This is an optimization exercise on Yosys and OpenROAD, whose aim is small area, not a production implementation.
At most, simulation tests tie the RTL to the original design; equivalence was not proved.
The RTL of run 6 was laid out without a check of its function.
Power figures rest on the tool's default switching activity, not on a simulated workload.

File: flow/config.mk
export PLATFORM = sky130hd
export DESIGN_NAME = fp_adder_top
export DESIGN_NICKNAME = fp_adder_top
export VERILOG_FILES = /design/flow/design.v
export SDC_FILE = /design/flow/constraint.sdc
export NUM_CORES = 4
export LEC_CHECK = 0
export CAP_MARGIN = 10
export CORE_MARGIN = 2
export CORE_UTILIZATION = 65
export CTS_BUF_LIST = sky130_fd_sc_hd__clkbuf_8
export SLEW_MARGIN = 10
export SYNTH_HIERARCHICAL = 1
export SYNTH_MINIMUM_KEEP_SIZE = 0
File: flow/constraint.sdc
create_clock -name core_clock -period 15.0 [get_ports {clk}]
set_input_delay 3.0000 -clock core_clock [delete_from_list [all_inputs] [get_ports {clk}]]
set_output_delay 3.0000 -clock core_clock [all_outputs]
set_load 0.01 [all_outputs]
File: flow/design.v
module fp_adder_top ( input  wire        clk,
                      input  wire [31:0] a,
                      input  wire [31:0] b,
                      output wire [31:0] s
                    );
  reg  [31:0] a_q, b_q, s_q;
  wire [31:0] s_d;
  always @(posedge clk) begin
    a_q <= a;
    b_q <= b;
    s_q <= s_d;
  end
  fp_adder u_add ( .a(a_q), .b(b_q), .s(s_d) );
  assign s = s_q;
endmodule

module fp_adder ( input  wire [31:0] a ,
                  input  wire [31:0] b ,
                  output wire [31:0] s
                );
wire [7:0]  ea = a[30:23], eb = b[30:23];
wire        sub = a[31] ^ b[31];
wire        hx  = |ea | |eb;            
wire        hy  = |ea & |eb;            
wire        special = ~(|ea[7:1] | |eb[7:1]) & (ea[0] ^ eb[0]);
wire        ge = a[30:0] >= b[30:0];
wire [22:0] mxn, myn;
wire [7:0]  exn;
fpa_muxi #(.W(23)) u_mx (.a(a[22:0]), .b(b[22:0]), .s(ge), .sn(~ge), .y(mxn));
fpa_muxi #(.W(23)) u_my (.a(b[22:0]), .b(a[22:0]), .s(ge), .sn(~ge), .y(myn));
fpa_muxi #(.W(8))  u_ex (.a(ea), .b(eb), .s(ge), .sn(~ge), .y(exn));
wire [7:0]  ex = ~exn;
wire [7:0]  dab = ea - eb, dba = eb - ea;
wire [7:0]  d = ge ? dab : dba;
wire [4:0]  sh = special ? 5'd0 : (d[4:0] | {5{|d[7:5]}});
wire        sgn = ge ? a[31] : b[31];
wire [25:0] al;
wire        sticky;
fpa_align u_aln (.mn({~hy, myn}), .sh(sh), .q(al), .sticky(sticky));
wire [27:0] u;
fpa_addsub u_add (.hx(hx), .mxn(mxn), .al(al), .sticky(sticky), .sub(sub), .u(u));
wire [4:0]  t;
fpa_lzcap u_lzc (.u(u), .ex(ex), .sub(sub), .t(t));
wire [27:0] rn;
wire        rovf, hp01;
wire [2:0]  tc;
fpa_pround u_prn (.u(u), .sub(sub), .ex(ex), .rn(rn), .rovf(rovf), .tc(tc), .hp01(hp01));
wire [27:0] n1;
fpa_norm u_nrm (.un(rn), .t(t), .n(n1));
wire [7:0]  e2;
fpa_final u_fin (.n26(n1[27]), .ex(ex), .t(t), .rovf(rovf), .tc(tc), .hp01(hp01), .e(e2));
assign s = {sgn, e2, n1[26:4]};
endmodule
module fpa_align ( input wire [23:0] mn, input wire [4:0] sh,
                   output wire [25:0] q, output wire sticky );
wire [4:0]  shn = ~sh;
wire [25:0] r1, r2n, r3, r4n;
fpa_sh #(.W(26), .S(1),  .INV(1), .ZL(2)) u_s1 (.d({mn, 2'b11}), .s(sh[0]), .sn(shn[0]), .q(r1));
fpa_sh #(.W(26), .S(2),  .INV(0), .ZL(1)) u_s2 (.d(r1),  .s(sh[1]), .sn(shn[1]), .q(r2n));
fpa_sh #(.W(26), .S(4),  .INV(1), .ZL(0)) u_s3 (.d(r2n), .s(sh[2]), .sn(shn[2]), .q(r3));
fpa_sh #(.W(26), .S(8),  .INV(0), .ZL(0)) u_s4 (.d(r3),  .s(sh[3]), .sn(shn[3]), .q(r4n));
fpa_sh #(.W(26), .S(16), .INV(1), .ZL(0)) u_s5 (.d(r4n), .s(sh[4]), .sn(shn[4]), .q(q));
assign sticky = (sh[1] & r1[1]) | (sh[2] & ~&r2n[3:0]) | (sh[3] & |r3[7:0]) | (sh[4] & ~&r4n[15:0]);
endmodule
module fpa_norm ( input wire [27:0] un, input wire [4:0] t, output wire [27:0] n );
wire [4:0]  tn = ~t;
wire [27:0] l1, l2n, l3, l4n;
fpa_sh #(.W(28), .S(1),  .INV(1), .LEFT(1)) u_s1 (.d(un),  .s(t[0]), .sn(tn[0]), .q(l1));
fpa_sh #(.W(28), .S(2),  .INV(0), .LEFT(1)) u_s2 (.d(l1),  .s(t[1]), .sn(tn[1]), .q(l2n));
fpa_sh #(.W(28), .S(4),  .INV(1), .LEFT(1)) u_s3 (.d(l2n), .s(t[2]), .sn(tn[2]), .q(l3));
fpa_sh #(.W(28), .S(8),  .INV(0), .LEFT(1)) u_s4 (.d(l3),  .s(t[3]), .sn(tn[3]), .q(l4n));
fpa_sh #(.W(28), .S(16), .INV(1), .LEFT(1)) u_s5 (.d(l4n), .s(t[4]), .sn(tn[4]), .q(n));
endmodule
module fpa_sh #(parameter W = 26, parameter S = 1, parameter INV = 0,
                parameter LEFT = 0, parameter ZL = 0)
               ( input wire [W-1:0] d, input wire s, input wire sn, output wire [W-1:0] q );
genvar i;
generate for (i = 0; i < W; i = i + 1) begin : g_b
  localparam integer J = LEFT ? i - S : i + S;
  localparam HAS1 = (J >= 0) && (J < W) && (J >= ZL);
  localparam HAS0 = (i >= ZL);
  if (HAS1 && HAS0) begin : g_m
    fpa_aoi22 u (.a1(d[J]), .a2(s), .b1(d[i]), .b2(sn), .y(q[i]));
  end else if (HAS0) begin : g_0
    if (INV == 0) begin : g_t
      fpa_nand2 u (.a(d[i]), .b(sn), .y(q[i]));
    end else begin : g_i
      fpa_nor2 u (.a(d[i]), .b(s), .y(q[i]));
    end
  end else if (HAS1) begin : g_1
    if (INV == 0) begin : g_t
      fpa_nand2 u (.a(d[J]), .b(s), .y(q[i]));
    end else begin : g_i
      fpa_nor2 u (.a(d[J]), .b(sn), .y(q[i]));
    end
  end else begin : g_c
    assign q[i] = (INV == 0);
  end
end endgenerate
endmodule
module fpa_muxi #(parameter W = 1)
                 ( input wire [W-1:0] a, input wire [W-1:0] b, input wire s, input wire sn,
                   output wire [W-1:0] y );
genvar i;
generate for (i = 0; i < W; i = i + 1) begin : g_b
  fpa_aoi22 u (.a1(a[i]), .a2(s), .b1(b[i]), .b2(sn), .y(y[i]));
end endgenerate
endmodule
module fpa_aoi22 ( input wire a1, input wire a2, input wire b1, input wire b2, output wire y );
assign y = ~((a1 & a2) | (b1 & b2));
endmodule
module fpa_nand2 ( input wire a, input wire b, output wire y );
assign y = ~(a & b);
endmodule
module fpa_nor2 ( input wire a, input wire b, output wire y );
assign y = ~(a | b);
endmodule
module fpa_addsub ( input wire hx, input wire [22:0] mxn, input wire [25:0] al,
                    input wire sticky, input wire sub,
                    output wire [27:0] u );
wire [27:0] aa = {1'b0, hx, ~mxn, 3'b000};
wire [27:0] bb = {1'b0, al, sticky} ^ {28{sub}};
wire [27:0] p = aa ^ bb, g = aa & bb;
wire [28:0] c;
assign c[0] = sub;
genvar i;
generate for (i = 0; i < 26; i = i + 2) begin : g_add
  assign u[i]   = p[i] ^ c[i];
  assign u[i+1] = p[i+1] ^ (g[i] | (p[i] & c[i]));
  assign c[i+2] = g[i+1] | (p[i+1] & g[i]) | (p[i+1] & p[i] & c[i]);
end endgenerate
assign u[26] = p[26] ^ c[26];
assign u[27] = (g[26] | (p[26] & c[26])) & ~sub;    
endmodule
module fpa_lzcap ( input wire [27:0] u, input wire [7:0] ex, input wire sub,
                   output wire [4:0] t );
reg  [4:0] lz;
integer k;
always @* begin
  lz = 5'd28;
  for (k = 0; k < 28; k = k + 1)
    if (u[k]) lz = 5'd27 - k;
end
wire [7:0] cap = (sub && ex != 8'd0) ? ex : 8'd1;
wire       le  = (|cap[7:5]) | ~(lz > cap[4:0]);
assign t = le ? lz : cap[4:0];
endmodule
module fpa_pround ( input wire [27:0] u, input wire sub, input wire [7:0] ex,
                    output wire [27:0] rn, output wire rovf, output wire [2:0] tc,
                    output wire hp01 );
wire [27:0] r;
assign rn = ~r;
wire t0 = ~sub & u[27];
wire t1 = sub ? (u[26] | (ex[7:1] == 7'd0)) : ~u[27];
wire t2 = sub & ~u[26] & u[25] & (ex[7:1] != 7'd0);
wire rnd0 = u[3] & (u[2] | u[1] | u[4]);
wire rnd1 = u[2] & (u[1] | u[0] | u[3]);
wire rnd2 = u[1] & (u[0] | u[2]);
wire c2 = t2 & rnd2;
wire c3 = (u[2] & c2) | (t1 & rnd1);
wire c4 = (u[3] & c3) | (t0 & rnd0);
assign r[1:0] = u[1:0];
assign r[2] = u[2] ^ c2;
assign r[3] = u[3] ^ c3;
wire [23:0] x = u[27:4];
wire [6:0]  gc;                         
assign gc[0] = c4;
genvar i;
generate for (i = 0; i < 6; i = i + 1) begin : g_grp
  assign gc[i+1] = gc[i] & (&x[4*i+3:4*i]);
end endgenerate
generate for (i = 0; i < 24; i = i + 1) begin : g_bit
  if ((i % 4) == 0) begin : g0
    assign r[4+i] = x[i] ^ gc[i/4];
  end else begin : g1
    assign r[4+i] = x[i] ^ (gc[i/4] & (&x[i-1:(i/4)*4]));
  end
end endgenerate
assign rovf = (t0 & gc[6]) | (t1 & r[27]) | (t2 & r[26]);
assign tc = {t2, t1, t0};
assign hp01 = t0 | (t1 & u[26]) | (t2 & u[25]);
endmodule
module fpa_final ( input wire n26, input wire [7:0] ex, input wire [4:0] t,
                   input wire rovf, input wire [2:0] tc, input wire hp01,
                   output wire [7:0] e );
wire        hp = hp01 | (~|tc & n26);
wire [7:0]  e2 = ex + 8'd1 - t + rovf;
assign e = e2 & {8{hp}};
endmodule
File: flow/flow/run.sh
#!/bin/bash
# Layout flow: the standard ORFS flow with two changes:
#  - synthesis maps logic with the ABC script in flow/abc_area.script (ABC_AREA=1),
#  - port buffers are sky130_fd_sc_hd__buf_1.
# Each tool's output stays in orfs/logs/; make's own output goes to flow_make.log.
set -euo pipefail
F=$(pwd)
mkdir -p "$F/scripts"
for f in "$FLOW_HOME"/scripts/*; do ln -sf "$f" "$F/scripts/"; done
rm -f "$F/scripts/abc_area.script"
cp "$F/flow/abc_area.script" "$F/scripts/abc_area.script"
EXTRA=$(cat "$F/flow/extra_make_args" 2>/dev/null || true)
sed "s#\"\${@:-finish}\"#SCRIPTS_DIR=$F/scripts ABC_AREA=1 BUFFER_PORTS_ARGS='-buffer_cell sky130_fd_sc_hd__buf_1' $EXTRA \"\${@:-finish}\"#" standard.sh > "$F/my_standard.sh"
bash "$F/my_standard.sh" > "$F/flow_make.log" 2>&1
File: flow/flow/abc_area.script
strash
&get -n
&st
&dch -f
&nf -R 1000
&put
File: flow/flow/extra_make_args
ADDER_MAP_FILE= SYNTH_INSBUF=0 SYNTH_OPERATIONS_ARGS=-noshare
File: flow/standard.sh
#!/bin/bash
# synth_recipe.tcl (not shown) runs the flow's synth.tcl, then flattens the netlist and writes it again
# the make line also repeats each setting of config.mk as NAME=value (left out here)
make -C /OpenROAD-flow-scripts/flow DESIGN_CONFIG=/design/flow/config.mk WORK_HOME=/design/flow/orfs CLKGATE_MAP_FILE= SYNTH_SCRIPT=/design/flow/synth_recipe.tcl "${@:-finish}"
==> out/metrics.cfg, run 1 <==
[status]
status = no timing/DRC/antenna violations

[cts]
clock-root-buffer = clkbuf_8
numCtsBuffers = 9
clk_latency_ns = 0.39
h-tree-depth = 3
clkSinkCount = 96
clockBufferDepth = 2
clkSlewWorstSetupHoldPaths_ns = 0.10
cts_tree = yes

[detailed_routing]
vias_per_cell = 6.35
ant_nets = 0
drt_iter0_markers = 664
routed_wl_um = 18800
vias = 7811
drtPass1Iterations = 7
post_drt_wl_per_cell_um = 15.3
route.detailed.drc = 0

[timing]
setup_viol = 0
slew_headroom_pct = 52.4
whs_ns = 0.518
final.period_utilization_pct = 92.7
timing.final.ws_setup_ns = 1.09
hold_violations = 0
period_needed_ns = 13.91
skew_ns = 0.0152
fmax_mhz = 71.9
worst_pin_slew_ns = 0.710
drv_slew = 0

[setup_path]
critPathCapture = s_q[30]
start_kind = flop
cp_slowest_cell = maj3_4
cp.arrival_ns = 14.20
r2r_cells = 70
regToRegSetupSlack_ns = 1.09
r2r-start = a_q[0]
criticalPathCategory = flop to flop
crit_start = a_q[0]
critical_path_required_ns = 15.29
worstSetupEndpointType = flop
crit_fanout = 18
timing.rr.end = s_q[30]
slowest_delay_ns = 0.47

[synthesis]
netlist_instances = 958
syn_area_per_cell_um2 = 7.81
ys.warnings.count = 8
syn_nets = 1023
netlist_area_um2 = 7480

[grt]
grt_start_max_net_pins = 47
grt_most_used_layer = met2
grt_pass1_wl_um = 30200
use_met1_pct = 37.2
first_global_vias = 6723
overflow = 0
antenna_found_initial = 0
grt_use_met2_pct = 49.8
track_usage_pct = 28.9
use_met3_pct = 3.44

[power]
switching_share_pct = 48.8
p_seq_share_pct = 20.8
combinationalPowerShare_pct = 68.3
p_switching_uw = 789
powerDensity_nw_per_um2 = 190
p_int_uw = 827
p_clk_share_pct = 10.9
ir_worst_vdd_v = 0.000169
leakage_uw = 0.00314

[floorplan]
io_pins = 97
dieArea_um2 = 12400
start_util_pct = 66.1
die_x_um = 111
core_area_um2 = 11300
rows = 39
die_y_um = 111

[final_layout]
antenna_cells = 0
nets = 1148
syn_to_final_growth_pct = 13.6
drive_above_1_share_pct = 5.42

[hold_path]
min_path_type = flop to flop

[placement]
dp_worst_setup_slack_ns = 0.0207
place_congestion = 0.958
portBuffers = 96
dp_hpwl_um = 14200

[flow_run]
max_cap_violations = 0

==> cell type report <==
| class | instances | area, µm² |
|---|---|---|
| clock buffers | 9 | 124 |
| clock inverters | 7 | 85.1 |
| fillers | 940 | 2830 |
| inverters | 38 | 148 |
| multi-input cells | 823 | 5520 |
| flip-flops and latches | 96 | 1920 |
| well taps | 143 | 179 |
| repair buffers | 114 | 508 |
| repair inverters | 1 | 7.51 |
==> registers in the layout, summed over array words and instances (netlist names) <==
signal / flops
b_q: 32
a_q: 32
s_q: 32
==> power by group through the flow <==
stage                     Combinational, µW  Sequential (µW)  Clock (µW)
after floorplan                         823              365           0
after global placement                 1050              341           0
after detailed placement               1060              343           0
after CTS                              1070              336         181
after global routing                   1230              341         188
final                                  1100              336         176
==> per-stage QoR <==
step	TNS (ns)	cell area (µm²)	cells	utilization, %	power, µW
6_report	0	8500	1231	75.0	1620
5_1_grt	-0.0996	8500	1231	75.0	1760
4_1_cts	0	8390	1228	74.1	1580
3_5_place_dp	0	8180	1212	72.2	1400
3_3_place_gp	0	8180	1212	72.2	1390
2_1_floorplan	0	7480	958	-	1190
==> worst max-delay path: cells and delay by family (launching register included) <==
kind / cells / cell delay [ns]
flip-flops: 1 / 0.33
AND/OR/NAND/NOR: 28 / 4.68
buffers and inverters: 3 / 0.56
XOR/XNOR: 1 / 0.19
AO/OA/AOI/OAI: 35 / 6.86
adder cells (fa/ha/maj): 3 / 1.18
==> how the worst min path moves through the flow <==
stage                     endpoint  startpoint  slack (ns)  cells after the start
after floorplan            s_q[31]     a_q[31]        0.43                      2
after global placement     s_q[31]     b_q[31]        0.50                      2
after detailed placement   s_q[31]     b_q[31]        0.51                      2
after CTS                  s_q[31]     b_q[31]        0.53                      2
after global routing       s_q[31]     b_q[31]        0.55                      2
final                      s_q[31]     b_q[31]        0.52                      2
==> per-layer routing <==
layer / up-vias / part of all wire, %
li1: 3921 / -
met1: 3583 / 45
met2: 266 / 48
met3: 41 / 4.2
met4: 0 / 2.7
met5: - / 0
==> placed cells by master (no fill, tap or decap), drive strengths merged, types with 3 or more instances in the layout <==
cell / n
a211oi: 3
a21o: 3
a21oi: 44
a221oi: 3
a22oi: 259
a31o: 3
a31oi: 5
and2: 10
and3: 10
buf: 114
clkbuf: 9
clkinv: 37
clkinvlp: 4
dfxtp: 96
inv: 4
maj3: 9
mux2i: 3
nand2: 64
nand2b: 25
nand3: 15
nand3b: 5
nand4: 9
nor2: 96
nor2b: 14
nor3: 29
nor3b: 6
nor4: 9
o21ai: 26
or2: 6
or4: 4
xnor2: 84
xor2: 55
==> what timing repair did <==
item | 4_1_cts | 5_1_grt
pin swaps | 0 | 3
hold buffers | 0 | 0
gates cloned | 0 | 1
resized for setup | 1 | 28
setup endpoints to repair | 1 | 31
setup buffers | 0 | 2
==> inputs of run 2 (changes only) <==
==> flow/flow/extra_make_args (replaced) <==
ADDER_MAP_FILE= SYNTH_INSBUF=0
==> out/metrics.cfg, run 2 <==
[floorplan]
rows = 39
start_util_pct = 66.4
io_pins = 97
core_area_um2 = 11400
die_x_um = 112
dieArea_um2 = 12500
die_y_um = 112

[final_layout]
layout_common_cells = a22oi_1, nor2_1, dfxtp_1, buf_1, xnor2_1
largestRegisters = a_q x32, b_q x32, s_q x32
antenna_cells = 0
syn_to_final_growth_pct = 13.2
utilization_pct = 75.2
mostFrequentLayoutCell = a22oi_1
fillers = 929
drive_above_1_share_pct = 4.97
final_cell_area_um2 = 8550
nets = 1167

[status]
status = no timing/DRC/antenna violations

[timing]
timing.final.ws_setup_ns = 1.38
final.period_utilization_pct = 90.8
hold_violations = 0
worst_pin_slew_ns = 0.828
skew_ns = 0.0145
slew_headroom_pct = 44.4
fmax_mhz = 73.4
rsz0062_at_grt = no
finalSetupTns_ns = 0
period_needed_ns = 13.62
setup_viol = 0
drv_slew = 0

[cts]
numCtsBuffers = 9
clkSinkCount = 96
clockBufferDepth = 2
cts_tree = yes
h-tree-depth = 3
hold_buffers = 0
clkSlewWorstSetupHoldPaths_ns = 0.10
clock-root-buffer = clkbuf_8
clk_latency_ns = 0.40

[setup_path]
cp_slowest_cell = dfxtp_1
r2r-start = a_q[25]
slowest_delay_ns = 0.39
crit_start = a_q[25]
criticalPathCategory = flop to flop
r2r_cells = 69
critical_path_required_ns = 15.29
worstSetupEndpointType = flop
cp.arrival_ns = 13.91
start_kind = flop
timing.rr.end = s_q[30]
crit_fanout = 26
regToRegSetupSlack_ns = 1.38
cpMostUsedCell = nor2_1

[synthesis]
netlist_area_um2 = 7550
ys.warnings.count = 8
syn_nets = 1043
syn_area_per_cell_um2 = 7.72
netlist_instances = 978

[detailed_routing]
route.detailed.drc = 0
drt_iter0_markers = 702
vias = 7896
vias_per_cell = 6.32
drtPass1Iterations = 5
routed_wl_um = 19000
post_drt_wl_per_cell_um = 15.2
ant_nets = 0

[power]
ir_worst_vdd_v = 0.000190
leakage_uw = 0.00316
powerDensity_nw_per_um2 = 193
finalPower_uw = 1650

[hold_path]
min_from = b_q[31]
holdPathEnd = s_q[31]
min_path_type = flop to flop
hold_depth = 1

[grt]
first_global_vias = 6854
overflow = 0
track_usage_pct = 29.7
grt_pass1_wl_um = 31100
antenna_found_initial = 0
grt_start_max_net_pins = 56

[placement]
portBuffers = 96
place_congestion = 0.950
dp_worst_setup_slack_ns = 0.372
dp_hpwl_um = 14500
dpl_cell_area_um2 = 8240

[flow_run]
max_cap_violations = 0

-- run 2: changes by cell type in the layout (fill, tap and decap cells not counted), sizes merged, moves of 4 or more --
cell,change
o21ai,+13
a21oi,-8
nand2,+12
clkinv,-8
nand3,-8
xnor2,-4
nor2b,+4
xor2,+9
or3,+6
clkinvlp,+4
nor2,+7
-- run 2: layout make-up --
cell class | instances | area (µm²) | share of cell area, %
Tap cell | 143 | 179 | 2.09
Clock buffer | 9 | 124 | 1.45
Timing Repair inverter | 2 | 15.0 | 0.176
Clock inverter | 7 | 86.3 | 1.01
Timing Repair Buffer | 112 | 493 | 5.77
Sequential cell | 96 | 1920 | 22.5
Inverter | 33 | 143 | 1.67
Multi-Input combinational cell | 848 | 5590 | 65.4
-- run 2: worst max-delay path by stage --
stage / slack (ns) / to
floorplan: 0.03 / s_q[29]
global placement: 0.93 / s_q[29]
detailed placement: 0.37 / s_q[29]
CTS: 0.25 / s_q[29]
global route: 0.008 / s_q[28]
finish: 1.38 / s_q[30]
-- run 2: metal layers --
metal / global-route usage, % / wire [µm] / vias to the layer above / part of all wire (%)
met3: 3.48 / 1030 / 46 / 5.4
met5: 0 / 0 / - / 0
met1: 38.1 / 8330 / 3593 / 44
met2: 50.5 / 9070 / 288 / 48
met4: 12.7 / 603 / 0 / 3.2
li1: - / - / 3969 / -
-- run 2: power breakdown --
part	total (µW)	leakage, µW	switching (µW)	internal (µW)
Clock	181	0.000104	100	80.7
Combinational	1140	0.00225	701	436
Sequential	336	0.000810	19.6	316
Total	1650	0.00316	821	834
-- run 2: timing repair --
item / in CTS / in global routing
gates resized for setup: 0 / 29
setup buffers: 0 / 2
endpoints found under the setup margin: 0 / 31
-- run 2: worst max-delay path: cells and delay by family (launching register included) --
kind	cells	cell delay [ns]
adder cells (fa/ha/maj)	1	0.35
XOR/XNOR	1	0.16
AND/OR/NAND/NOR	35	5.97
AO/OA/AOI/OAI	28	5.73
buffers and inverters	4	0.90
flip-flops	1	0.39
-- run 2: metrics by stage --
stage,std cells,hold WS (ns)
global placement,1230,0.595
CTS,1246,0.617
finish,1250,0.613
detailed placement,1230,0.593
global route,1250,0.648
floorplan,978,0.455
==> inputs of run 3 (changes only) <==
--- a/flow/design.v
+++ b/flow/design.v
@@ -164,10 +164,17 @@
 assign r[3] = u[3] ^ c3;
 wire [23:0] x = u[27:4];
-wire [6:0]  gc;                         
-assign gc[0] = c4;
+wire [5:0]  ag;
 genvar i;
-generate for (i = 0; i < 6; i = i + 1) begin : g_grp
-  assign gc[i+1] = gc[i] & (&x[4*i+3:4*i]);
+generate for (i = 0; i < 6; i = i + 1) begin : g_ag
+  assign ag[i] = &x[4*i+3:4*i];
 end endgenerate
+wire [5:0]  pg;                         
+assign pg[0] = ag[0];
+assign pg[1] = ag[0] & ag[1];
+assign pg[2] = pg[1] & ag[2];
+assign pg[3] = pg[1] & ag[2] & ag[3];
+assign pg[4] = pg[3] & ag[4];
+assign pg[5] = pg[3] & ag[4] & ag[5];
+wire [5:0]  gc = {pg[4:0], 1'b1} & {6{c4}};
 generate for (i = 0; i < 24; i = i + 1) begin : g_bit
   if ((i % 4) == 0) begin : g0
@@ -177,5 +184,5 @@
   end
 end endgenerate
-assign rovf = (t0 & gc[6]) | (t1 & r[27]) | (t2 & r[26]);
+assign rovf = (t0 & rnd0 & (&u[27:4])) | (t1 & rnd1 & (&u[26:3])) | (t2 & rnd2 & (&u[25:2]));
 assign tc = {t2, t1, t0};
 assign hp01 = t0 | (t1 & u[26]) | (t2 & u[25]);
@@ -185,5 +192,5 @@
                    output wire [7:0] e );
 wire        hp = hp01 | (~|tc & n26);
-wire [7:0]  e2 = ex + 8'd1 - t + rovf;
+wire [7:0]  e2 = (ex + 8'd1 + rovf) - t;
 assign e = e2 & {8{hp}};
 endmodule
==> flow/flow/extra_make_args (replaced) <==
ADDER_MAP_FILE= SYNTH_INSBUF=0 SYNTH_OPERATIONS_ARGS=-noshare
--- a/flow/config.mk
+++ b/flow/config.mk
@@ -10,4 +10,5 @@
 export CORE_UTILIZATION = 65
 export CTS_BUF_LIST = sky130_fd_sc_hd__clkbuf_8
+export PLACE_DENSITY = 0.8
 export SLEW_MARGIN = 10
 export SYNTH_HIERARCHICAL = 1
==> out/metrics.cfg, run 3 <==
[setup_path]
critical_path_required_ns = 15.35
cp_top_family = compound AO/OA/AOI/OAI gates
criticalPathCategory = flop to flop
cp_slowest_cell = maj3_2
worst-path-buf-inv = 2
crit_fanout = 24
worstSetupEndpointType = flop
slowest_delay_ns = 0.48
cpMostUsedCell = a22oi_1
cp.arrival_ns = 14.03
start_kind = flop

[floorplan]
die_y_um = 112
rows = 39
core_area_um2 = 11400
start_util_pct = 66.1
dieArea_um2 = 12400
die_x_um = 112
io_pins = 97

[synthesis]
syn_nets = 1030
ys.warnings.count = 8
syn_area_per_cell_um2 = 7.79
netlist_instances = 965
netlist_area_um2 = 7520

[grt]
first_global_vias = 7108
antenna_found_initial = 0
track_usage_pct = 30.6
grt_pass1_wl_um = 32100
grt_start_max_net_pins = 55
overflow = 0

[final_layout]
layout_common_cells = a22oi_1, nor2_1, dfxtp_1, buf_1, xnor2_1
antenna_cells = 0
syn_to_final_growth_pct = 13.2
fillers = 979
largestRegisters = a_q x32, b_q x32, s_q x32
nets = 1154
mostFrequentLayoutCell = a22oi_1
drive_above_1_share_pct = 4.57

[cts]
clkSinkCount = 96
hold_buffers = 0
post-cts-setup-buffer-count = 0
numCtsBuffers = 9
clock-root-buffer = clkbuf_8
cts_tree = yes
clockBufferDepth = 2
clk_latency_ns = 0.39
clkSlewWorstSetupHoldPaths_ns = 0.10
h-tree-depth = 3

[detailed_routing]
ant_nets = 0
vias_per_cell = 6.41
routed_wl_um = 19300
vias = 7924
post_drt_wl_per_cell_um = 15.6
drtPass1Iterations = 6
drt_iter0_markers = 619
route.detailed.drc = 0

[placement]
place_congestion = 0.976
dp_hpwl_um = 14900
portBuffers = 96
dp_worst_setup_slack_ns = 0.127

[timing]
setup_viol = 0
final.period_utilization_pct = 91.2
timing.final.ws_setup_ns = 1.32
period_needed_ns = 13.68
hold_violations = 0
skew_ns = 0.0132
whs_ns = 0.544
slew_headroom_pct = 53.4
drv_slew = 0
fmax_mhz = 73.1
worst_pin_slew_ns = 0.694

[power]
leakage_uw = 0.00316
finalPower_uw = 1640
ir_worst_vdd_v = 0.000184
p_clk_share_pct = 11.9
p_switching_uw = 799
switching_share_pct = 48.7
p_int_uw = 841
p_seq_share_pct = 20.5
combinationalPowerShare_pct = 67.6
powerDensity_nw_per_um2 = 193

[flow_run]
max_cap_violations = 0

[status]
status = no timing/DRC/antenna violations

[hold_path]
min_path_type = flop to flop

## run 3: layout make-up
class | instances | area (µm²) | share of cell area (%)
sequential | 96 | 1920 | 22.6
clock buffer | 9 | 124 | 1.45
tap | 143 | 179 | 2.10
multi-input combinational | 831 | 5540 | 65.1
clock inverter | 7 | 108 | 1.26
inverter | 37 | 143 | 1.67
timing repair inverter | 1 | 7.51 | 0.0881
timing repair buffer | 113 | 492 | 5.77
## run 3: metrics by stage
stage          cell area [µm²]  TNS, ns  instances  utilization [%]
2_1_floorplan             7520        0        965                -
3_3_place_gp              8220        0       1220             72.3
3_5_place_dp              8220        0       1220             72.3
4_1_cts                   8450        0       1236             74.3
5_1_grt                   8520   -0.114       1237             74.9
6_report                  8520        0       1237             74.9
## run 3: path summary, 6_finish.rpt
check	from	to	slack (ns)	cells after the start
worst min register to register	b_q[31]	s_q[31]	0.54	2
worst max-delay path	a_q[0]	s_q[30]	1.32	66
worst max register to register	a_q[0]	s_q[30]	1.32	66
worst min-delay path	b_q[31]	s_q[31]	0.54	2
## run 3: power groups by stage
stage	Combinational, µW	Sequential [µW]	Clock [µW]
after floorplan	831	365	0
after global placement	1060	341	0
after detailed placement	1070	343	0
after CTS	1080	337	197
after global routing	1240	341	206
final	1110	336	194
## run 3: layer usage
layer,track usage [%],wire length [µm],vias up
li1,-,-,3956
met1,38.6,8600,3676
met2,53.8,9360,244
met3,3.16,767,48
met4,12.5,603,0
met5,0,0,-
## run 3: worst register-to-register path: cells and delay by family, from the launching register on
family	cells	cell delay [ns]
AND/OR/NAND/NOR	24	4.54
flip-flops	1	0.33
buffers and inverters	2	0.43
adder cells (fa/ha/maj)	2	0.84
XOR/XNOR	2	0.40
AO/OA/AOI/OAI	36	7.07
## run 3: what timing repair did
| action | 4_1_cts | 5_1_grt |
|---|---|---|
| hold endpoints to repair | 0 | 0 |
| endpoints found under the setup margin | 0 | 31 |
| resized for setup | 0 | 22 |
==> inputs of run 4 (changes only) <==
--- a/flow/config.mk
+++ b/flow/config.mk
@@ -10,5 +10,4 @@
 export CORE_UTILIZATION = 65
 export CTS_BUF_LIST = sky130_fd_sc_hd__clkbuf_8
-export PLACE_DENSITY = 0.8
 export SLEW_MARGIN = 10
 export SYNTH_HIERARCHICAL = 1
==> out/metrics.cfg, run 4 <==
[status]
status = no timing/DRC/antenna violations

[timing]
skew_ns = 0.0134
finalSetupTns_ns = 0
fmax_mhz = 73.4
hold_violations = 0
period_needed_ns = 13.62
worst_pin_slew_ns = 0.723
final.period_utilization_pct = 90.8
whs_ns = 0.530
setup_viol = 0
drv_slew = 0
slew_headroom_pct = 51.5

[cts]
clkSlewWorstSetupHoldPaths_ns = 0.11
cts_tree = yes
clock-root-buffer = clkbuf_8
post-cts-setup-buffer-count = 0
post_cts_resized = 0
hold_buffers = 0
numCtsBuffers = 9
h-tree-depth = 3
clkSinkCount = 96
clk_latency_ns = 0.40
clockBufferDepth = 2

[floorplan]
rows = 39
io_pins = 97
core_area_um2 = 11400
die_y_um = 112
die_x_um = 112
start_util_pct = 66.1
dieArea_um2 = 12400

[setup_path]
slowest_delay_ns = 0.45
r2r-start = a_q[0]
critical_path_required_ns = 15.35
timing.rr.end = s_q[30]
cp_slowest_cell = maj3_2
worstSetupEndpointType = flop
cp.arrival_ns = 13.97
criticalPathCategory = flop to flop
regToRegSetupSlack_ns = 1.38
worst-path-buf-inv = 3
r2r_cells = 66
cp_top_family = compound AO/OA/AOI/OAI gates
start_kind = flop
crit_fanout = 52

[power]
finalPower_uw = 1610
powerDensity_nw_per_um2 = 190
ir_worst_vdd_v = 0.000179
leakage_uw = 0.00313

[grt]
overflow = 0
grt_start_max_net_pins = 55
grt_pass1_wl_um = 31000
track_usage_pct = 29.5
antenna_found_initial = 0
first_global_vias = 6940

[final_layout]
seqCellArea_um2 = 1920
largestRegisters = a_q x32, b_q x32, s_q x32
fillers = 939
utilization_pct = 74.5
nets = 1154
mostFrequentLayoutCell = a22oi_1
multi_input_area_um2 = 5530
final_cell_area_um2 = 8470
drive_above_1_share_pct = 4.39
layout_common_cells = a22oi_1, nor2_1, dfxtp_1, buf_1, xnor2_1
antenna_cells = 0
syn_to_final_growth_pct = 12.6

[hold_path]
min_path_type = flop to flop
holdPathEnd = s_q[31]
min_from = b_q[31]
hold_depth = 2

[placement]
place_congestion = 0.961
portBuffers = 96
dp_hpwl_um = 14800
dpl_cell_area_um2 = 8220

[detailed_routing]
routed_wl_um = 19000
drt_iter0_markers = 604
ant_nets = 0
route.detailed.drc = 0
drtPass1Iterations = 5
post_drt_wl_per_cell_um = 15.4
vias_per_cell = 6.43
vias = 7957

[synthesis]
syn_nets = 1030
ys.warnings.count = 8
netlist_instances = 965
netlist_area_um2 = 7520
syn_area_per_cell_um2 = 7.79

[flow_run]
max_cap_violations = 0

run 4: area by class of cell:
class | instances | share of cell area (%)
clock inverter | 7 | 0.813
inverter | 37 | 1.68
tap | 143 | 2.11
clock buffer | 9 | 1.46
sequential | 96 | 22.7
multi-input combinational | 831 | 65.3
timing repair inverter | 1 | 0.0887
timing repair buffer | 113 | 5.81
run 4: routing by layer:
layer	GRT usage (%)	wire length (µm)	up-vias
li1	-	-	3952
met1	36.5	8230	3649
met2	51.8	9260	310
met3	4.14	1010	46
met4	12.1	527	0
met5	0	0	-
run 4: tightest hold or removal path: stages (launching register included):
cell	delay, ns
dfxtp_1	0.37
nand2_1	0.08
nand2_1	0.05
run 4: where the power goes:
group	internal [µW]	switching [µW]	leakage [µW]
sequential	316	19.8	0.000810
clock	65.4	101	0.000100
combinational	427	682	0.00222
run 4: stage by stage:
step,worst slack (ns),instances
after global routing,-0.00246,1237
final,1.38,1237
after CTS,0.245,1236
after detailed placement,0.275,1220
after global placement,0.765,1220
after floorplan,0.0871,965
run 4: worst max path at each step:
stage / start / endpoint / slack, ns / cells after the start
after detailed placement: a_q[0] / s_q[30] / 0.28 / 63
after floorplan: a_q[0] / s_q[30] / 0.09 / 59
after global routing: a_q[0] / s_q[30] / -0.002 / 64
final: a_q[0] / s_q[30] / 1.38 / 66
after CTS: a_q[0] / s_q[30] / 0.25 / 63
after global placement: a_q[0] / s_q[30] / 0.76 / 63
==> inputs of run 5 (changes only) <==
--- a/flow/config.mk
+++ b/flow/config.mk
@@ -6,9 +6,9 @@
 export NUM_CORES = 4
 export LEC_CHECK = 0
-export CAP_MARGIN = 10
+export CAP_MARGIN = 0
 export CORE_MARGIN = 2
 export CORE_UTILIZATION = 65
 export CTS_BUF_LIST = sky130_fd_sc_hd__clkbuf_8
-export SLEW_MARGIN = 10
+export SLEW_MARGIN = 0
 export SYNTH_HIERARCHICAL = 1
 export SYNTH_MINIMUM_KEEP_SIZE = 0
==> out/metrics.cfg, run 5 <==
[status]
status = no timing/DRC/antenna violations

[detailed_routing]
ant_nets = 0
drtPass1Iterations = 5
vias = 7957
post_drt_wl_per_cell_um = 15.4
drt_iter0_markers = 604
route.detailed.drc = 0
vias_per_cell = 6.43
routed_wl_um = 19000

[timing]
hold_violations = 0
drv_slew = 0
setup_viol = 0
period_needed_ns = 13.62
final.period_utilization_pct = 90.8
worst_pin_slew_ns = 0.723
fmax_mhz = 73.4
timing.final.ws_setup_ns = 1.38
skew_ns = 0.0134
slew_headroom_pct = 51.5

[synthesis]
syn_nets = 1030
ys.warnings.count = 8
netlist_area_um2 = 7520
syn_area_per_cell_um2 = 7.79
netlist_instances = 965

[final_layout]
fillers = 939
largestRegisters = a_q x32, b_q x32, s_q x32
layout_common_cells = a22oi_1, nor2_1, dfxtp_1, buf_1, xnor2_1
syn_to_final_growth_pct = 12.6
nets = 1154
mostFrequentLayoutCell = a22oi_1
antenna_cells = 0
drive_above_1_share_pct = 4.39
utilization_pct = 74.5
final_cell_area_um2 = 8470

[cts]
clk_latency_ns = 0.40
clkSinkCount = 96
clkSlewWorstSetupHoldPaths_ns = 0.11
hold_buffers = 0
h-tree-depth = 3
clock-root-buffer = clkbuf_8
clockBufferDepth = 2
numCtsBuffers = 9
post-cts-setup-buffer-count = 0
cts_tree = yes

[power]
powerDensity_nw_per_um2 = 190
ir_worst_vdd_v = 0.000179
finalPower_uw = 1610
leakage_uw = 0.00313

[floorplan]
rows = 39
io_pins = 97
die_y_um = 112
core_area_um2 = 11400
dieArea_um2 = 12400
die_x_um = 112
start_util_pct = 66.1

[grt]
track_usage_pct = 29.5
grt_pass1_wl_um = 31000
overflow = 0
antenna_found_initial = 0
first_global_vias = 6940
grt_start_max_net_pins = 55

[setup_path]
cp_slowest_cell = maj3_2
worstSetupEndpointType = flop
r2r_cells = 66
cp.arrival_ns = 13.97
slowest_delay_ns = 0.45
crit_fanout = 52
start_kind = flop
criticalPathCategory = flop to flop
critical_path_required_ns = 15.35

[placement]
portBuffers = 96
place_congestion = 0.961
dpl_cell_area_um2 = 8220
dp_worst_setup_slack_ns = 0.275
dp_hpwl_um = 14800

[flow_run]
max_cap_violations = 0

[hold_path]
hold_depth = 2
min_path_type = flop to flop

[run 5: final timing paths]
path	from	slack [ns]	to
setup / recovery	a_q[0]	1.38	s_q[30]
hold / removal	b_q[31]	0.53	s_q[31]
setup reg to reg	a_q[0]	1.38	s_q[30]
hold reg to reg	b_q[31]	0.53	s_q[31]
[run 5: where the power goes]
group / internal, µW / switching (µW) / leakage, µW / total (µW)
Combinational: 427 / 682 / 0.00222 / 1110
Sequential: 316 / 19.8 / 0.000810 / 336
Clock: 65.4 / 101 / 0.000100 / 166
Total: 809 / 803 / 0.00313 / 1610
[run 5: metrics by stage]
step | hold slack (ns) | setup TNS, ns | instances
3_5_place_dp | 0.522 | 0 | 1220
3_3_place_gp | 0.507 | 0 | 1220
4_1_cts | 0.539 | 0 | 1236
5_1_grt | 0.553 | -0.00246 | 1237
6_report | 0.530 | 0 | 1237
2_1_floorplan | 0.430 | 0 | 965
[run 5: what timing repair did]
| item | in CTS | in global routing |
|---|---|---|
| resized for setup | 0 | 20 |
| endpoints found under the hold margin | 0 | 0 |
| endpoints found under the setup margin | 0 | 29 |
[run 5: critical path: cells and delay by family, from the launching register on]
kind                       cells  cell delay, ns
buffers and inverters          3            0.64
and+or+nand+nor               24            4.56
AOI/OAI and AO/OA             34            6.61
xor gates and xnor gates       2            0.41
DFF                            1            0.33
muxes                          1            0.22
adders and majority gates      2            0.82
[run 5: routing by layer]
layer  vias up  routed length (µm)  part of all wire, %  track usage (%)
met5         -                   0                    0                0
met2       310                9260                   49             51.8
met3        46                1010                  5.3             4.14
met4         0                 527                  2.8             12.1
li1       3952                   -                    -                -
met1      3649                8230                   43             36.5
[run 5: layout make-up]
| cell class | count | area, µm² | area share, % |
|---|---|---|---|
| clock inverters | 7 | 68.8 | 0.813 |
| inverters | 37 | 143 | 1.68 |
| repair buffers | 113 | 492 | 5.81 |
| well taps | 143 | 179 | 2.11 |
| multi-input cells | 831 | 5530 | 65.3 |
| repair inverters | 1 | 7.51 | 0.0887 |
| clock buffers | 9 | 124 | 1.46 |
| flip-flops and latches | 96 | 1920 | 22.7 |
==> inputs of run 6 (changes only) <==
--- a/flow/design.v
+++ b/flow/design.v
@@ -31,7 +31,10 @@
 fpa_muxi #(.W(8))  u_ex (.a(ea), .b(eb), .s(ge), .sn(~ge), .y(exn));
 wire [7:0]  ex = ~exn;
-wire [7:0]  dab = ea - eb, dba = eb - ea;
-wire [7:0]  d = ge ? dab : dba;
-wire [4:0]  sh = special ? 5'd0 : (d[4:0] | {5{|d[7:5]}});
+wire [8:0]  dab = {1'b0, ea} - {1'b0, eb};
+wire [4:0]  ng  = ~dab[4:0] + 5'd1;
+wire        bign = ~((dab[8:5] == 4'b1111) & (|dab[4:0])) & (|dab);
+wire [4:0]  d5  = ge ? dab[4:0] : ng;
+wire        big = ge ? |dab[7:5] : bign;
+wire [4:0]  sh  = special ? 5'd0 : (d5 | {5{big}});
 wire        sgn = ge ? a[31] : b[31];
 wire [25:0] al;
@@ -66,9 +69,9 @@
 wire [4:0]  tn = ~t;
 wire [27:0] l1, l2n, l3, l4n;
-fpa_sh #(.W(28), .S(1),  .INV(1), .LEFT(1)) u_s1 (.d(un),  .s(t[0]), .sn(tn[0]), .q(l1));
-fpa_sh #(.W(28), .S(2),  .INV(0), .LEFT(1)) u_s2 (.d(l1),  .s(t[1]), .sn(tn[1]), .q(l2n));
-fpa_sh #(.W(28), .S(4),  .INV(1), .LEFT(1)) u_s3 (.d(l2n), .s(t[2]), .sn(tn[2]), .q(l3));
-fpa_sh #(.W(28), .S(8),  .INV(0), .LEFT(1)) u_s4 (.d(l3),  .s(t[3]), .sn(tn[3]), .q(l4n));
-fpa_sh #(.W(28), .S(16), .INV(1), .LEFT(1)) u_s5 (.d(l4n), .s(t[4]), .sn(tn[4]), .q(n));
+fpa_sh #(.W(28), .S(1),  .INV(1), .LEFT(1), .ZL(2)) u_s1 (.d(un),  .s(t[0]), .sn(tn[0]), .q(l1));
+fpa_sh #(.W(28), .S(2),  .INV(0), .LEFT(1), .ZL(2)) u_s2 (.d(l1),  .s(t[1]), .sn(tn[1]), .q(l2n));
+fpa_sh #(.W(28), .S(4),  .INV(1), .LEFT(1), .ZL(2)) u_s3 (.d(l2n), .s(t[2]), .sn(tn[2]), .q(l3));
+fpa_sh #(.W(28), .S(8),  .INV(0), .LEFT(1), .ZL(2)) u_s4 (.d(l3),  .s(t[3]), .sn(tn[3]), .q(l4n));
+fpa_sh #(.W(28), .S(16), .INV(1), .LEFT(1), .ZL(2)) u_s5 (.d(l4n), .s(t[4]), .sn(tn[4]), .q(n));
 endmodule
 module fpa_sh #(parameter W = 26, parameter S = 1, parameter INV = 0,
@@ -110,4 +113,10 @@
 assign y = ~((a1 & a2) | (b1 & b2));
 endmodule
+module fpa_aoi21 ( input wire a1, input wire a2, input wire b, output wire y );
+assign y = ~((a1 & a2) | b);
+endmodule
+module fpa_oai21 ( input wire a1, input wire a2, input wire b1, output wire y );
+assign y = ~((a1 | a2) & b1);
+endmodule
 module fpa_nand2 ( input wire a, input wire b, output wire y );
 assign y = ~(a & b);
@@ -121,15 +130,21 @@
 wire [27:0] aa = {1'b0, hx, ~mxn, 3'b000};
 wire [27:0] bb = {1'b0, al, sticky} ^ {28{sub}};
-wire [27:0] p = aa ^ bb, g = aa & bb;
-wire [28:0] c;
-assign c[0] = sub;
-genvar i;
-generate for (i = 0; i < 26; i = i + 2) begin : g_add
-  assign u[i]   = p[i] ^ c[i];
-  assign u[i+1] = p[i+1] ^ (g[i] | (p[i] & c[i]));
-  assign c[i+2] = g[i+1] | (p[i+1] & g[i]) | (p[i+1] & p[i] & c[i]);
-end endgenerate
-assign u[26] = p[26] ^ c[26];
-assign u[27] = (g[26] | (p[26] & c[26])) & ~sub;    
+assign u[0] = bb[0] ^ sub;
+assign u[1] = bb[1] ^ (bb[0] & sub);
+assign u[2] = bb[2] ^ (bb[1] & bb[0] & sub);
+wire [27:3] p = aa[26:3] ^ bb[26:3], g = aa[26:3] & bb[26:3];
+wire [27:3] c;                         
+assign c[3] = bb[2] & bb[1] & bb[0] & sub;
+genvar i;
+generate for (i = 3; i < 27; i = i + 1) begin : g_add
+  if ((i % 2) == 1) begin : g_t           
+    assign u[i] = p[i] ^ c[i];
+    fpa_aoi21 u_c (.a1(p[i]), .a2(c[i]), .b(g[i]), .y(c[i+1]));
+  end else begin : g_n                    
+    assign u[i] = ~(p[i] ^ c[i]);
+    fpa_oai21 u_c (.a1(~p[i]), .a2(c[i]), .b1(~g[i]), .y(c[i+1]));
+  end
+end endgenerate
+assign u[27] = c[27] & ~sub;           
 endmodule
 module fpa_lzcap ( input wire [27:0] u, input wire [7:0] ex, input wire sub,
@@ -139,5 +154,5 @@
 always @* begin
   lz = 5'd28;
-  for (k = 0; k < 28; k = k + 1)
+  for (k = 2; k < 28; k = k + 1)        
     if (u[k]) lz = 5'd27 - k;
 end
--- a/flow/config.mk
+++ b/flow/config.mk
@@ -6,9 +6,9 @@
 export NUM_CORES = 4
 export LEC_CHECK = 0
-export CAP_MARGIN = 0
+export CAP_MARGIN = 10
 export CORE_MARGIN = 2
 export CORE_UTILIZATION = 65
 export CTS_BUF_LIST = sky130_fd_sc_hd__clkbuf_8
-export SLEW_MARGIN = 0
+export SLEW_MARGIN = 10
 export SYNTH_HIERARCHICAL = 1
 export SYNTH_MINIMUM_KEEP_SIZE = 0
==> out/metrics.cfg, run 6 <==
[status]
status = no timing/DRC/antenna violations

[power]
p_seq_share_pct = 20.1
p_switching_uw = 821
p_int_uw = 862
ir_worst_vdd_v = 0.000166
p_clk_share_pct = 11.3
leakage_uw = 0.00323
powerDensity_nw_per_um2 = 198
combinationalPowerShare_pct = 68.6
switching_share_pct = 48.8

[placement]
dp_worst_setup_slack_ns = -0.174
dp_hpwl_um = 14400
place_congestion = 0.985
dp.cells = 1192
portBuffers = 96
dpl_cell_area_um2 = 8140

[final_layout]
antenna_cells = 0
syn_to_final_growth_pct = 16.6
fin_cells = 1211
mostFrequentLayoutCell = a22oi_1
largestRegisters = a_q x32, b_q x32, s_q x32
drive_above_1_share_pct = 7.75
nets = 1131
final_cell_area_um2 = 8510
layout_common_cells = a22oi_1, nor2_1, dfxtp_1, buf_1, xor2_1

[grt]
grt_pass1_wl_um = 30000
grt_start_max_net_pins = 48
overflow = 0
first_global_vias = 6631
track_usage_pct = 30.9
antenna_found_initial = 0

[detailed_routing]
post_drt_wl_per_cell_um = 15.4
ant_nets = 0
drt_iter0_markers = 689
vias = 7708
route.detailed.drc = 0
vias_per_cell = 6.36
drtPass1Iterations = 5
routed_wl_um = 18600

[timing]
setup_viol = 0
slew_headroom_pct = 33.3
skew_ns = 0.0117
worst_pin_slew_ns = 0.998
whs_ns = 0.540
fmax_mhz = 73.2
finalSetupTns_ns = 0
final.period_utilization_pct = 91.1
hold_violations = 0
drv_slew = 0
timing.final.ws_setup_ns = 1.34
period_needed_ns = 13.66

[floorplan]
die_x_um = 110
io_pins = 97
die_y_um = 110
start_util_pct = 67.0
core_area_um2 = 10900
rows = 38
dieArea_um2 = 12100

[cts]
clkSlewWorstSetupHoldPaths_ns = 0.10
clk_latency_ns = 0.38
clock-root-buffer = clkbuf_8
cts_tree = yes
h-tree-depth = 3
hold_buffers = 0
clkSinkCount = 96
clockBufferDepth = 2
numCtsBuffers = 9

[setup_path]
cp_slowest_cell = or4_1
criticalPathCategory = flop to flop
start_kind = flop
worst-path-buf-inv = 3
crit_fanout = 25
cp.arrival_ns = 14.00
cp_top_family = compound AO/OA/AOI/OAI gates
worstSetupEndpointType = flop
cpMostUsedCell = a21oi_1
critical_path_required_ns = 15.34
slowest_delay_ns = 0.53

[synthesis]
syn_nets = 994
syn_area_per_cell_um2 = 7.86
netlist_instances = 929
ys.warnings.count = 8
netlist_area_um2 = 7300

[flow_run]
max_cap_violations = 0

[hold_path]
min_path_type = flop to flop

run 6: per-layer routing:
layer	share of wire [%]	up-vias	track usage [%]
met2	48	258	53.5
li1	-	3828	-
met3	4.6	44	4.39
met1	45	3578	38.8
met4	2.7	0	11.0
met5	0	-	0
run 6: worst min-delay path: stages (launching register included):
cell     delay, ns
dfxtp_1       0.37
nand2_1       0.08
nand2_1       0.05
run 6: path summary, 6_finish.rpt:
kind | start | to | slack (ns) | depth (start not counted)
setup / recovery | b_q[24] | s_q[30] | 1.34 | 74
hold / removal | b_q[31] | s_q[31] | 0.54 | 2
hold reg to reg | b_q[31] | s_q[31] | 0.54 | 2
setup reg to reg | b_q[24] | s_q[30] | 1.34 | 74
run 6: power groups by stage:
stage                     combinational (µW)  clock, µW  sequential [µW]
final                                   1150        191              337
after detailed placement                1110          0              344
after global routing                    1290        202              347
after CTS                               1110        194              338
after global placement                  1090          0              341
after floorplan                          847          0              364
run 6: what timing repair did:
action                                 CTS  global route
setup endpoints to repair                8            31
buffers inserted                         0             3
endpoints found under the hold margin    0             0
pin swaps                                0             6
resized for setup                        2            41
run 6: cell type report:
class	instances	area [µm²]
multi-input cells	799	5420
fillers	810	2380
flip-flops and latches	96	1920
repair buffers	127	634
well taps	140	175
inverters	33	135
clock buffers	9	124
clock inverters	7	103
run 6: metrics by stage:
step	power [µW]	utilization, %
global placement	1430	74.8
floorplan	1210	-
global route	1840	78.2
finish	1680	78.2
CTS	1640	76.9
detailed placement	1450	74.8
==> inputs of run 7 (changes only) <==
--- a/flow/design.v
+++ b/flow/design.v
@@ -24,5 +24,6 @@
 wire        hy  = |ea & |eb;            
 wire        special = ~(|ea[7:1] | |eb[7:1]) & (ea[0] ^ eb[0]);
-wire        ge = a[30:0] >= b[30:0];
+wire [8:0]  dab = {1'b0, ea} - {1'b0, eb};
+wire        ge = ~dab[8] & ((|dab[7:0]) | (a[22:0] >= b[22:0]));
 wire [22:0] mxn, myn;
 wire [7:0]  exn;
@@ -31,5 +32,4 @@
 fpa_muxi #(.W(8))  u_ex (.a(ea), .b(eb), .s(ge), .sn(~ge), .y(exn));
 wire [7:0]  ex = ~exn;
-wire [8:0]  dab = {1'b0, ea} - {1'b0, eb};
 wire [4:0]  ng  = ~dab[4:0] + 5'd1;
 wire        bign = ~((dab[8:5] == 4'b1111) & (|dab[4:0])) & (|dab);
@@ -130,31 +130,41 @@
 wire [27:0] aa = {1'b0, hx, ~mxn, 3'b000};
 wire [27:0] bb = {1'b0, al, sticky} ^ {28{sub}};
-assign u[0] = bb[0] ^ sub;
-assign u[1] = bb[1] ^ (bb[0] & sub);
-assign u[2] = bb[2] ^ (bb[1] & bb[0] & sub);
-wire [27:3] p = aa[26:3] ^ bb[26:3], g = aa[26:3] & bb[26:3];
-wire [27:3] c;                         
-assign c[3] = bb[2] & bb[1] & bb[0] & sub;
-genvar i;
-generate for (i = 3; i < 27; i = i + 1) begin : g_add
-  if ((i % 2) == 1) begin : g_t           
-    assign u[i] = p[i] ^ c[i];
-    fpa_aoi21 u_c (.a1(p[i]), .a2(c[i]), .b(g[i]), .y(c[i+1]));
-  end else begin : g_n                    
-    assign u[i] = ~(p[i] ^ c[i]);
-    fpa_oai21 u_c (.a1(~p[i]), .a2(c[i]), .b1(~g[i]), .y(c[i+1]));
-  end
-end endgenerate
-assign u[27] = c[27] & ~sub;           
+wire [27:0] p = aa ^ bb, g = aa & bb;
+wire [28:0] c;
+assign c[0] = sub;
+genvar i;
+generate for (i = 0; i < 26; i = i + 2) begin : g_add
+  assign u[i]   = p[i] ^ c[i];
+  assign u[i+1] = p[i+1] ^ (g[i] | (p[i] & c[i]));
+  assign c[i+2] = g[i+1] | (p[i+1] & g[i]) | (p[i+1] & p[i] & c[i]);
+end endgenerate
+assign u[26] = p[26] ^ c[26];
+assign u[27] = (g[26] | (p[26] & c[26])) & ~sub;    
 endmodule
 module fpa_lzcap ( input wire [27:0] u, input wire [7:0] ex, input wire sub,
                    output wire [4:0] t );
-reg  [4:0] lz;
-integer k;
-always @* begin
-  lz = 5'd28;
-  for (k = 2; k < 28; k = k + 1)        
-    if (u[k]) lz = 5'd27 - k;
-end
+wire [31:0] x = {u[27:2], 6'b100000};
+wire [15:0] v1; wire [15:0] p1;
+wire [7:0]  v2; wire [15:0] p2;
+wire [3:0]  v3; wire [11:0] p3;
+wire [1:0]  v4; wire [7:0]  p4;
+genvar j;
+generate for (j = 0; j < 16; j = j + 1) begin : l1
+  assign v1[j] = x[2*j+1] | x[2*j];
+  assign p1[j] = ~x[2*j+1];
+end endgenerate
+generate for (j = 0; j < 8; j = j + 1) begin : l2
+  assign v2[j] = v1[2*j+1] | v1[2*j];
+  assign p2[2*j+1:2*j] = v1[2*j+1] ? {1'b0, p1[2*j+1]} : {1'b1, p1[2*j]};
+end endgenerate
+generate for (j = 0; j < 4; j = j + 1) begin : l3
+  assign v3[j] = v2[2*j+1] | v2[2*j];
+  assign p3[3*j+2:3*j] = v2[2*j+1] ? {1'b0, p2[4*j+3:4*j+2]} : {1'b1, p2[4*j+1:4*j]};
+end endgenerate
+generate for (j = 0; j < 2; j = j + 1) begin : l4
+  assign v4[j] = v3[2*j+1] | v3[2*j];
+  assign p4[4*j+3:4*j] = v3[2*j+1] ? {1'b0, p3[6*j+5:6*j+3]} : {1'b1, p3[6*j+2:6*j]};
+end endgenerate
+wire [4:0] lz = v4[1] ? {1'b0, p4[7:4]} : {1'b1, p4[3:0]};
 wire [7:0] cap = (sub && ex != 8'd0) ? ex : 8'd1;
 wire       le  = (|cap[7:5]) | ~(lz > cap[4:0]);
==> out/metrics.cfg, run 7 <==
[cts]
clock-root-buffer = clkbuf_8
numCtsBuffers = 9
h-tree-depth = 3
clockBufferDepth = 2
clkSlewWorstSetupHoldPaths_ns = 0.09
clkSinkCount = 96
cts_tree = yes
hold_buffers = 0
clk_latency_ns = 0.39

[placement]
dp_worst_setup_slack_ns = -0.212
dp_hpwl_um = 14800
place_congestion = 1.03
portBuffers = 96

[synthesis]
syn_area_per_cell_um2 = 7.92
netlist_instances = 922
netlist_area_um2 = 7300
syn_nets = 987
ys.warnings.count = 7

[detailed_routing]
drtPass1Iterations = 6
routed_wl_um = 19600
drt_iter0_markers = 765
post_drt_wl_per_cell_um = 16.4
ant_nets = 0
vias_per_cell = 6.46
vias = 7703
route.detailed.drc = 0

[power]
finalPower_uw = 1670
leakage_uw = 0.00305
ir_worst_vdd_v = 0.000154
powerDensity_nw_per_um2 = 200

[setup_path]
worstSetupEndpointType = flop
crit_fanout = 27
cp_slowest_cell = or4_1
slowest_delay_ns = 0.62
start_kind = flop
cpMostUsedCell = a22oi_1
cp.arrival_ns = 14.19
criticalPathCategory = flop to flop
critical_path_required_ns = 15.29

[status]
status = no timing/DRC/antenna violations

[timing]
whs_ns = 0.531
final.period_utilization_pct = 92.7
skew_ns = 0.0144
slew_headroom_pct = 20.7
timing.final.ws_setup_ns = 1.09
worst_pin_slew_ns = 1.19
period_needed_ns = 13.91
hold_violations = 0
setup_viol = 0
drv_slew = 0
fmax_mhz = 71.9

[grt]
track_usage_pct = 32.1
first_global_vias = 6747
antenna_found_initial = 0
grt_pass1_wl_um = 30700
overflow = 0
grt_start_max_net_pins = 56

[final_layout]
drive_above_1_share_pct = 6.17
largestRegisters = a_q x32, b_q x32, s_q x32
fillers = 838
layout_common_cells = a22oi_1, dfxtp_1, buf_1
mostFrequentLayoutCell = a22oi_1
antenna_cells = 0
nets = 1114
syn_to_final_growth_pct = 14.6

[floorplan]
dieArea_um2 = 12100
die_y_um = 110
core_area_um2 = 10900
rows = 38
die_x_um = 110
start_util_pct = 67.1
io_pins = 97

[flow_run]
max_cap_violations = 0

[hold_path]
min_path_type = flop to flop

-- run 7: per-layer routing --
metal	share of wire, %	GRT usage, %	vias up
li1	-	-	3771
met1	42	38.6	3555
met2	49	55.1	321
met3	6.0	6.41	56
met4	3.2	14.2	0
met5	0	0	-
-- run 7: worst max-delay path, delay by kind of cell (launching register included) --
| kind | cells | cell delay (ns) |
|---|---|---|
| AO/OA/AOI/OAI | 33 | 7.12 |
| XOR/XNOR | 1 | 0.16 |
| adder cells (fa/ha/maj) | 3 | 1.17 |
| buffers and inverters | 6 | 1.32 |
| flip-flops | 1 | 0.35 |
| AND/OR/NAND/NOR | 21 | 3.61 |
-- run 7: area by class of cell --
cell class	count	area [µm²]	area share [%]
Timing Repair inverter	2	15.0	0.179
Timing Repair Buffer	115	523	6.25
Tap cell	140	175	2.09
Multi-Input combinational cell	788	5370	64.2
Clock buffer	11	151	1.81
Clock inverter	4	53.8	0.643
Sequential cell	96	1920	23.0
Inverter	37	156	1.87
-- run 7: path summary, 6_finish.rpt --
kind	from	end	slack, ns	cells past startpoint
worst min register to register	b_q[31]	s_q[31]	0.53	2
worst max register to register	b_q[23]	s_q[23]	1.09	64
worst max-delay path	b_q[23]	s_q[23]	1.09	64
worst min-delay path	b_q[31]	s_q[31]	0.53	2
-- run 7: timing repair --
action,CTS,global route
cloned,0,2
pin swaps,0,1
buffers inserted,0,6
hold endpoints to repair,0,0
endpoints found under the setup margin,8,31
gates resized for setup,4,32
-- run 7: power by group --
part           switching [µW]  internal [µW]  leakage (µW)
clock                    91.0           85.4     0.0000976
sequential               20.3            315      0.000810
combinational             719            443       0.00214
total                     830            844       0.00305
-- run 7: stage by stage --
| stage | util, % | TNS, ns | cells | instance area (µm²) |
|---|---|---|---|---|
| 3_3_place_gp | 73.4 | 0 | 1170 | 7990 |
| 2_1_floorplan | - | 0 | 922 | 7330 |
| 3_5_place_dp | 73.4 | -1.08 | 1170 | 7990 |
| 5_1_grt | 76.8 | -0.860 | 1193 | 8370 |
| 6_report | 76.8 | 0 | 1193 | 8370 |
| 4_1_cts | 75.4 | 0 | 1185 | 8210 |
==> inputs of run 8 (changes only) <==
==> flow/flow/abc_area.script (replaced) <==
strash
&get -n
&st
&dch -f
&nf -R 50
&put
==> out/metrics.cfg, run 8 <==
[status]
status = no timing/DRC/antenna violations

[power]
powerDensity_nw_per_um2 = 193
ir_worst_vdd_v = 0.000134
switching_share_pct = 50.2
combinationalPowerShare_pct = 69.0
p_clk_share_pct = 10.4
p_int_uw = 806
p_seq_share_pct = 20.7
leakage_uw = 0.00305
p_switching_uw = 813

[detailed_routing]
drt_iter0_markers = 732
vias = 7842
routed_wl_um = 19800
vias_per_cell = 6.46
ant_nets = 0
post_drt_wl_per_cell_um = 16.4
route.detailed.drc = 0
drtPass1Iterations = 6

[grt]
first_global_vias = 7009
grt_pass1_wl_um = 31700
antenna_found_initial = 0
use_met1_pct = 37.3
grt_start_max_net_pins = 64
grt_most_used_layer = met2
use_met3_pct = 5.05
track_usage_pct = 30.5
overflow = 0
grt_use_met2_pct = 53.6

[cts]
clkSlewWorstSetupHoldPaths_ns = 0.11
clock-root-buffer = clkbuf_8
h-tree-depth = 3
clkSinkCount = 96
hold_buffers = 0
clk_latency_ns = 0.40
numCtsBuffers = 9
cts_tree = yes
clockBufferDepth = 2

[timing]
finalSetupTns_ns = 0
fmax_mhz = 72.6
skew_ns = 0.0167
worst_pin_slew_ns = 0.864
period_needed_ns = 13.77
whs_ns = 0.528
setup_viol = 0
final.period_utilization_pct = 91.8
slew_headroom_pct = 40.9
hold_violations = 0
drv_slew = 0
timing.final.ws_setup_ns = 1.23

[final_layout]
utilization_pct = 76.9
antenna_cells = 0
final_cell_area_um2 = 8410
nets = 1133
syn_to_final_growth_pct = 14.0
fillers = 854
largestRegisters = a_q x32, b_q x32, s_q x32
mostFrequentLayoutCell = a22oi_1
layout_common_cells = a22oi_1, dfxtp_1, buf_1
drive_above_1_share_pct = 5.96

[placement]
dp_worst_setup_slack_ns = 0.167
dpl_cell_area_um2 = 8090
dp_hpwl_um = 14600
place_congestion = 1.02
portBuffers = 96

[flow_run]
max_cap_violations = 0

[floorplan]
rows = 38
start_util_pct = 67.4
core_area_um2 = 10900
io_pins = 97
dieArea_um2 = 12200
die_x_um = 111
die_y_um = 111

[setup_path]
cp.depth = 62
crit_fanout = 28
cp_top_family = compound AO/OA/AOI/OAI gates
start_kind = flop
cpMostUsedCell = a22oi_1
criticalPathCategory = flop to flop
cp_slowest_cell = xnor2_1
critical_path_required_ns = 15.31
worstSetupEndpointType = flop
slowest_delay_ns = 0.48
regToRegSetupSlack_ns = 1.23
timing.rr.end = s_q[23]
cp.arrival_ns = 14.08
r2r-start = b_q[23]
worst-path-buf-inv = 5
r2r_cells = 62

[hold_path]
hold_depth = 2
holdPathEnd = s_q[31]
min_path_type = flop to flop
min_from = a_q[31]

[synthesis]
netlist_area_um2 = 7370
syn_area_per_cell_um2 = 7.89
netlist_instances = 935
syn_nets = 1000
ys.warnings.count = 7

==> run 8: metrics by stage <==
stage | std cells | total power [µW]
after global placement | 1186 | 1390
after floorplan | 935 | 1170
final | 1213 | 1620
after CTS | 1202 | 1580
after detailed placement | 1186 | 1410
after global routing | 1213 | 1750
==> run 8: worst min-delay path, stage by stage (launching register included) <==
cell and delay, ns:
dfxtp_1 0.37, nand2_1 0.07, nand2_1 0.05
==> run 8: layout make-up <==
type                            instances  area, µm²  area share (%)
Clock inverter                          7       68.8           0.819
Multi-Input combinational cell        800       5400            64.2
Inverter                               40        176            2.10
Clock buffer                            9        124            1.47
Timing Repair Buffer                  117        518            6.16
Sequential cell                        96       1920            22.9
Tap cell                              140        175            2.08
Timing Repair inverter                  4       25.0           0.298
==> run 8: how the worst max path moves through the flow <==
stage	start	end	slack (ns)
floorplan	b_q[23]	s_q[30]	0.15
global placement	b_q[23]	s_q[30]	0.82
detailed placement	b_q[23]	s_q[30]	0.17
CTS	b_q[23]	s_q[30]	0.05
global route	a_q[24]	s_q[23]	-0.01
finish	b_q[23]	s_q[23]	1.23
==> run 8: what timing repair did <==
action                                  4_1_cts  5_1_grt
endpoints found under the setup margin        0       31
setup buffers                                 0        5
resized for setup                             0       21
==> run 8: power groups by stage <==
stage | combinational (µW) | clock, µW | sequential [µW]
finish | 1120 | 168 | 335
detailed placement | 1060 | 0 | 341
global route | 1230 | 179 | 340
global placement | 1050 | 0 | 339
CTS | 1070 | 170 | 335
floorplan | 812 | 0 | 363
==> run 8: per-layer routing <==
layer | up-vias | wire, µm | share of wire [%]
met1 | 3624 | 8340 | 42
met2 | 328 | 9520 | 48
met5 | - | 0 | 0
met4 | 0 | 796 | 4.0
li1 | 3819 | - | -
met3 | 71 | 1190 | 6.0

==> what the ideal ports hide <==
In the flow no input, the clock included, has a driving cell. The finished layouts below were timed again as built, in two steps. Step 1 (the two cells are an assumption about what drives the block):
set clk [get_ports {clk}]
set_driving_cell -lib_cell sky130_fd_sc_hd__clkbuf_16 $clk
set_driving_cell -lib_cell sky130_fd_sc_hd__buf_2 [delete_from_list [all_inputs] $clk]
Step 2 adds t to the input delays and takes it off the output delays; t is the mean of the earliest and latest rising clock arrival at the registers after step 1. Input paths then give back, and output paths get back, about the clock's delay inside the block. Three values: ideal, step 1, step 2; two values: the first two.
run | shift t [ns] | setup slack, ns | worst setup path at the end
run 1 | 0.415 | 1.088 / 1.088 / 1.088 | register to register
run 2 | 0.427 | 1.381 / 1.381 / 1.381 | register to register
run 3 | 0.425 | 1.321 / 1.321 / 1.321 | register to register
run 4 | 0.426 | 1.375 / 1.375 / 1.375 | register to register
run 5 | 0.426 | 1.375 / 1.375 / 1.375 | register to register
run 6 | 0.414 | 1.341 / 1.341 / 1.341 | register to register
run 7 | 0.420 | 1.093 / 1.093 / 1.093 | register to register
run 8 | 0.422 | 1.234 / 1.234 / 1.234 | register to register
After both steps setup and hold are still met in every run listed.
